What follows belongs to an exercise in optimizing a design on an open flow for small area and a short achievable clock period; a production flow would make more cautious choices.
Only simulation tests tie the RTL to the original design; equivalence was not proved.
No activity file was given, so power comes from the tool's default toggle rates.

==> flow/design.v (excerpt) <==
module mc_fifo_top (input  wire        CLK,
                    input  wire        RST,
                    input  wire        enq,
                    input  wire [2:0]  enq_idx,
                    input  wire        deq,
                    input  wire [2:0]  deq_idx,
                    input  wire [31:0] din,
                    output wire [31:0] dot,
                    output wire [7:0]  emp,
                    output wire [7:0]  full);
  MULTI_CHANNEL_FIFO #(.C_LOG(3), .FIFO_SIZE(3), .FIFO_WIDTH(32))
  u_fifo (.CLK(CLK), .RST(RST),
          .enq(enq), .enq_idx(enq_idx),
          .deq(deq), .deq_idx(deq_idx),
          .din(din), .dot(dot), .emp(emp), .full(full));
endmodule
Settings: LEC_CHECK=0, CAP_MARGIN=20, CELL_PAD_IN_SITES_DETAIL_PLACEMENT=1, CELL_PAD_IN_SITES_GLOBAL_PLACEMENT=1, CORE_MARGIN=2, CORE_UTILIZATION=52, CTS_CLUSTER_DIAMETER=80, CTS_CLUSTER_SIZE=30, PLACE_DENSITY=0.62, SETUP_SLACK_MARGIN=2.5, SLEW_MARGIN=20, SYNTH_HIERARCHICAL=1, SYNTH_MINIMUM_KEEP_SIZE=0; clock period 4.5 ns.
standard.sh (not shown) runs the stock make flow with config.mk's settings and CLKGATE_MAP_FILE= SYNTH_SCRIPT=/design/flow/synth_recipe.tcl, a recipe that flattens the netlist after the stock synthesis.
==> flow/flow/run.sh <==
#!/bin/bash
# The standard layout (standard.sh), with clock tree synthesis told not to add
# dummy loads to balance the tree. Everything else is the standard flow's own flow.
set -euo pipefail
export CTS_ARGS="-sink_clustering_enable -repair_clock_nets -dont_use_dummy_load -sink_clustering_size 30 -sink_clustering_max_diameter 80"
bash standard.sh > standard.log 2>&1
==> next run, changes <==
==> flow/run.sh (new file) <==
#!/bin/bash
# synth_recipe.tcl (not shown) runs the flow's synth.tcl, then flattens the netlist and writes it again
# the make line also repeats each setting of config.mk as NAME=value (left out here)
make -C /OpenROAD-flow-scripts/flow DESIGN_CONFIG=/design/flow/config.mk WORK_HOME=/design/flow/orfs CLKGATE_MAP_FILE= SYNTH_SCRIPT=/design/flow/synth_recipe.tcl finish
- SETUP_SLACK_MARGIN: 2.5 -> 2.3
removed: flow/flow/run.sh
removed: flow/standard.sh
=> Setup slack improves by 6.2 ps; clock power grows by about 20%; non-clock buffer count shrinks by 219; final area shrinks by 3.7%; total power grows by 2.4%; utilization shrinks by 2.2 points; die area does not change; routed wire length shrinks by 6.7%; maximum frequency is about the same; worst hold slack improves by 6.2 ps; via count shrinks by 3.3%.

* * *

The RTL this note starts from:
==> flow/design.v <==
`default_nettype none
module mc_fifo_top (input  wire        CLK,
                    input  wire        RST,
                    input  wire        enq,
                    input  wire [2:0]  enq_idx,
                    input  wire        deq,
                    input  wire [2:0]  deq_idx,
                    input  wire [31:0] din,
                    output wire [31:0] dot,
                    output wire [7:0]  emp,
                    output wire [7:0]  full);
  MULTI_CHANNEL_FIFO #(.C_LOG(3), .FIFO_SIZE(3), .FIFO_WIDTH(32))
  u_fifo (.CLK(CLK), .RST(RST),
          .enq(enq), .enq_idx(enq_idx),
          .deq(deq), .deq_idx(deq_idx),
          .din(din), .dot(dot), .emp(emp), .full(full));
endmodule
`default_nettype wire

`default_nettype none
module MULTI_CHANNEL_FIFO #(parameter                    C_LOG      = 2,   
                            parameter                    FIFO_SIZE  = 2,   
                            parameter                    FIFO_WIDTH = 32)
                           (input  wire                  CLK,
                            input  wire                  RST,
                            input  wire                  enq,
                            input  wire [C_LOG-1:0]      enq_idx,
                            input  wire                  deq,
                            input  wire [C_LOG-1:0]      deq_idx,
                            input  wire [FIFO_WIDTH-1:0] din,
                            output reg  [FIFO_WIDTH-1:0] dot,
                            output wire [(1<<C_LOG)-1:0] emp,
                            output wire [(1<<C_LOG)-1:0] full);
  localparam NCH = 1 << C_LOG;
  localparam DEP = 1 << FIFO_SIZE;
  localparam W   = FIFO_WIDTH;
  reg ph;
  always @(posedge CLK) ph <= RST ? 1'b0 : ~ph;
  wire [W-1:0] dinx = din ^ {W{ph}};
  reg  [NCH*DEP*W-1:0] mem;    
  reg  [NCH*DEP-1:0]   occ;    
  wire [NCH-1:0]   rsel;       
  wire [NCH*W-1:0] heads;      
  genvar c, k;
  generate
    for (c = 0; c < NCH; c = c + 1) begin: ch
      wire pop  = deq & (deq_idx == c);
      wire push = enq & (enq_idx == c);
      assign emp[c]  = occ[c*DEP];
      assign full[c] = occ[c*DEP+DEP-1];
      assign rsel[c] = (deq_idx == c);
      assign heads[c*W +: W] = mem[(c*DEP)*W +: W];
      for (k = 0; k < DEP; k = k + 1) begin: pos
        wire occ_k  = (k == 0)     ? ~occ[c*DEP] : occ[c*DEP+k];
        wire occ_up = (k == DEP-1) ? 1'b0 : (k == DEP-2) ? occ[c*DEP+k+1] : occ[c*DEP+k+1];
        wire occ_dn = (k == 0)     ? 1'b1 : (k == 1) ? ~occ[c*DEP] : occ[c*DEP+k-1];
        wire nx = pop & occ_up;
        wire hd = ~pop & occ_k;
        wire wr = ~(nx | hd);
        wire [W-1:0] q = mem[(c*DEP+k)*W +: W];
        wire [W-1:0] d;
        if (k == DEP-1) begin: last
          AOI22_BANK #(.W(W)) u_sel (.s0(wr), .a0(dinx), .s1(hd), .a1(q), .y(d));
        end else begin: mid
          AOI222_BANK #(.W(W)) u_sel (.s0(nx), .a0(mem[(c*DEP+k+1)*W +: W]),
                                      .s1(wr), .a1(dinx), .s2(hd), .a2(q), .y(d));
        end
        always @(posedge CLK) mem[(c*DEP+k)*W +: W] <= d;
        wire occ_nx = RST                ? 1'b0   :
                      (push & ~pop)      ? occ_dn :
                      (pop & ~push)      ? occ_up : occ_k;
        always @(posedge CLK) occ[c*DEP+k] <= (k == 0) ? ~occ_nx : occ_nx;
      end
    end
  endgenerate
  wire [W-1:0] rdata;
  AO8_BANK #(.W(W)) u_rd (.s(rsel), .a(heads), .y(rdata));
  always @(posedge CLK) dot <= rdata ^ {W{ph}};
endmodule
module AOI222_BANK #(parameter W = 32)
                    (input  wire         s0,
                     input  wire [W-1:0] a0,
                     input  wire         s1,
                     input  wire [W-1:0] a1,
                     input  wire         s2,
                     input  wire [W-1:0] a2,
                     output wire [W-1:0] y);
  assign y = ~(({W{s0}} & a0) | ({W{s1}} & a1) | ({W{s2}} & a2));
endmodule
module AOI22_BANK #(parameter W = 32)
                   (input  wire         s0,
                    input  wire [W-1:0] a0,
                    input  wire         s1,
                    input  wire [W-1:0] a1,
                    output wire [W-1:0] y);
  assign y = ~(({W{s0}} & a0) | ({W{s1}} & a1));
endmodule
module AO8_BANK #(parameter W = 32)
                 (input  wire [7:0]     s,
                  input  wire [8*W-1:0] a,
                  output wire [W-1:0]   y);
  assign y = ({W{s[0]}} & a[0*W +: W]) | ({W{s[1]}} & a[1*W +: W]) |
             ({W{s[2]}} & a[2*W +: W]) | ({W{s[3]}} & a[3*W +: W]) |
             ({W{s[4]}} & a[4*W +: W]) | ({W{s[5]}} & a[5*W +: W]) |
             ({W{s[6]}} & a[6*W +: W]) | ({W{s[7]}} & a[7*W +: W]);
endmodule
`default_nettype wire
export LEC_CHECK = 0
export CAP_MARGIN = 20
export CELL_PAD_IN_SITES_DETAIL_PLACEMENT = 1
export CELL_PAD_IN_SITES_GLOBAL_PLACEMENT = 1
export CORE_MARGIN = 2
export CORE_UTILIZATION = 52
export CTS_CLUSTER_DIAMETER = 80
export CTS_CLUSTER_SIZE = 30
export PLACE_DENSITY = 0.62
export SETUP_SLACK_MARGIN = 2.3
export SLEW_MARGIN = 20
export SYNTH_HIERARCHICAL = 1
export SYNTH_MINIMUM_KEEP_SIZE = 0
create_clock -name core_clock -period 4.5 [get_ports {CLK}]
==> flow/flow/run.sh <==
#!/bin/bash
# The standard layout (standard.sh) with two changes: clock tree synthesis adds
# no dummy loads to balance the tree, and the port buffers are plain buf_4
# cells rather than the resizer's default pick.
set -euo pipefail
export CTS_ARGS="-sink_clustering_enable -repair_clock_nets -dont_use_dummy_load -sink_clustering_size 30 -sink_clustering_max_diameter 80"
export BUFFER_PORTS_ARGS="-buffer_cell sky130_fd_sc_hd__buf_4"
bash standard.sh > standard.log 2>&1
Edit:
==> flow/flow/run.sh (replaced) <==
#!/bin/bash
# The standard layout (standard.sh), with clock tree synthesis told not to add
# dummy loads to balance the tree. Everything else is the standard flow's own flow.
set -euo pipefail
export CTS_ARGS="-sink_clustering_enable -repair_clock_nets -dont_use_dummy_load -sink_clustering_size 30 -sink_clustering_max_diameter 80"
bash standard.sh > standard.log 2>&1
--- a/flow/config.mk
+++ b/flow/config.mk
@@ -8,11 +8,11 @@
 export CAP_MARGIN = 20
 export CELL_PAD_IN_SITES_DETAIL_PLACEMENT = 1
-export CELL_PAD_IN_SITES_GLOBAL_PLACEMENT = 1
+export CELL_PAD_IN_SITES_GLOBAL_PLACEMENT = 2
 export CORE_MARGIN = 2
-export CORE_UTILIZATION = 52
+export CORE_UTILIZATION = 40
 export CTS_CLUSTER_DIAMETER = 80
 export CTS_CLUSTER_SIZE = 30
-export PLACE_DENSITY = 0.62
-export SETUP_SLACK_MARGIN = 2.3
+export PLACE_DENSITY = 0.5
+export SETUP_SLACK_MARGIN = 2.2
 export SLEW_MARGIN = 20
 export SYNTH_HIERARCHICAL = 1
Result: Power is higher by 5.4%; die area is higher by 30%; flip-flop and latch count does not change; global-route usage fell by 6.3 points; cell area grows by 0.92%; worst setup slack gains 0.17 ns; clock power rises by about 20%; count of clock-buffer cells in the layout is higher by 37.
Edit:
==> flow/run.sh (new file) <==
#!/bin/bash
# synth_recipe.tcl (not shown) runs the flow's synth.tcl, then flattens the netlist and writes it again
# the make line also repeats each setting of config.mk as NAME=value (left out here)
make -C /OpenROAD-flow-scripts/flow DESIGN_CONFIG=/design/flow/config.mk WORK_HOME=/design/flow/orfs CLKGATE_MAP_FILE= SYNTH_SCRIPT=/design/flow/synth_recipe.tcl finish
removed: flow/flow/run.sh
removed: flow/standard.sh
Final area grows by 2.1%.
Core utilization grows by 0.90 points.
Worst hold slack improves by 0.016 ns.
Via count increases by 0.62%.
Sequential power is about the same.
Synthesized area stays the same.
Worst setup slack improves by 0.017 ns.
Die area is unchanged.
Flip-flop and latch count is unchanged.
Count of clock-buffer cells in the layout came out higher by 19.
Edit:
--- a/flow/config.mk
+++ b/flow/config.mk
@@ -8,11 +8,11 @@
 export CAP_MARGIN = 20
 export CELL_PAD_IN_SITES_DETAIL_PLACEMENT = 1
-export CELL_PAD_IN_SITES_GLOBAL_PLACEMENT = 2
+export CELL_PAD_IN_SITES_GLOBAL_PLACEMENT = 1
 export CORE_MARGIN = 2
-export CORE_UTILIZATION = 40
+export CORE_UTILIZATION = 52
 export CTS_CLUSTER_DIAMETER = 80
 export CTS_CLUSTER_SIZE = 30
-export PLACE_DENSITY = 0.5
-export SETUP_SLACK_MARGIN = 2.2
+export PLACE_DENSITY = 0.62
+export SETUP_SLACK_MARGIN = 2.3
 export SLEW_MARGIN = 20
 export SYNTH_HIERARCHICAL = 1
The changed run produced a clean layout. Final area is about the same. Synthesized area stays the same. Wire length went down by a few percent. Via count went up by a few percent. Setup slack gets better by 0.033 ns. Sequential power hardly moves. Clock skew went down by 0.012 ns.
Edit:
==> flow/config.mk (replaced) <==
export PLATFORM = sky130hd
export DESIGN_NAME = mc_fifo_top
export DESIGN_NICKNAME = mc_fifo_top
export VERILOG_FILES = /design/flow/design.v
export SDC_FILE = /design/flow/constraint.sdc
export NUM_CORES = 4
export LEC_CHECK = 0
export CAP_MARGIN = 20
export CELL_PAD_IN_SITES_DETAIL_PLACEMENT = 1
export CELL_PAD_IN_SITES_GLOBAL_PLACEMENT = 2
export CORE_MARGIN = 2
export CORE_UTILIZATION = 40
export PLACE_DENSITY = 0.5
export SETUP_SLACK_MARGIN = 2.2
export SLEW_MARGIN = 20
export SYNTH_HIERARCHICAL = 1
export SYNTH_MINIMUM_KEEP_SIZE = 0
After rerunning:
- The changed run went through all stages and came out clean
- design area rises by 3.6%
- core utilization came out lower by 12 points
- sequential cell count does not change
- wire length climbs by about 5%
- power goes up by 21%
- synthesized cell count does not change
- hold slack is worse by 0.0054 ns
- cell count goes up by about 9%
- clock power came out higher by 73%
- global-route usage shrinks by 6.5 points
- worst setup slack gets worse by 0.024 ns

[static timing again, ports no longer ideal]
The results above use ideal ports. As a check the final layouts listed here were re-extracted and re-timed, cells and wires unchanged.
Step 1 (the two cells are an assumption about what drives the block):
set clk [get_ports {CLK}]
set_driving_cell -lib_cell sky130_fd_sc_hd__clkbuf_16 $clk
set_driving_cell -lib_cell sky130_fd_sc_hd__buf_2 [delete_from_list [all_inputs] $clk]
Step 2 adds t to the input delays and takes it off the output delays; t is the mean of the earliest and latest rising clock arrival at the registers after step 1. Input paths then give back, and output paths get back, about the clock's delay inside the block.
a / b / c = ideal / step 1 / step 2; a / b = the first two.
| run | t, ns | setup slack, ns | cell pins on the clock port's net |
|---|---|---|---|
| the first run of note 1 | 0.813 | 2.244 / 2.258 / 1.445 | 1 |
| the second run of note 1 | 0.837 | 2.251 / 2.250 / 1.452 | 1 |
| the first run of note 2 | 0.809 | 2.012 / 2.062 / 1.253 | 1 |
| the second run of note 2 | 0.875 | 2.179 / 2.140 / 1.265 | 1 |
| the third run of note 2 | 0.899 | 2.197 / 2.137 / 1.261 | 1 |
| the fourth run of note 2 | 0.824 | 2.229 / 2.191 / 1.459 | 1 |
| the fifth run of note 2 | 0.956 | 2.205 / 2.108 / 1.264 | 1 |
After both steps every run listed still meets setup and hold. The setup slack of the fifth run of note 2, which loses most, moves by -0.097 ns with the drivers and by -0.941 ns with both steps.
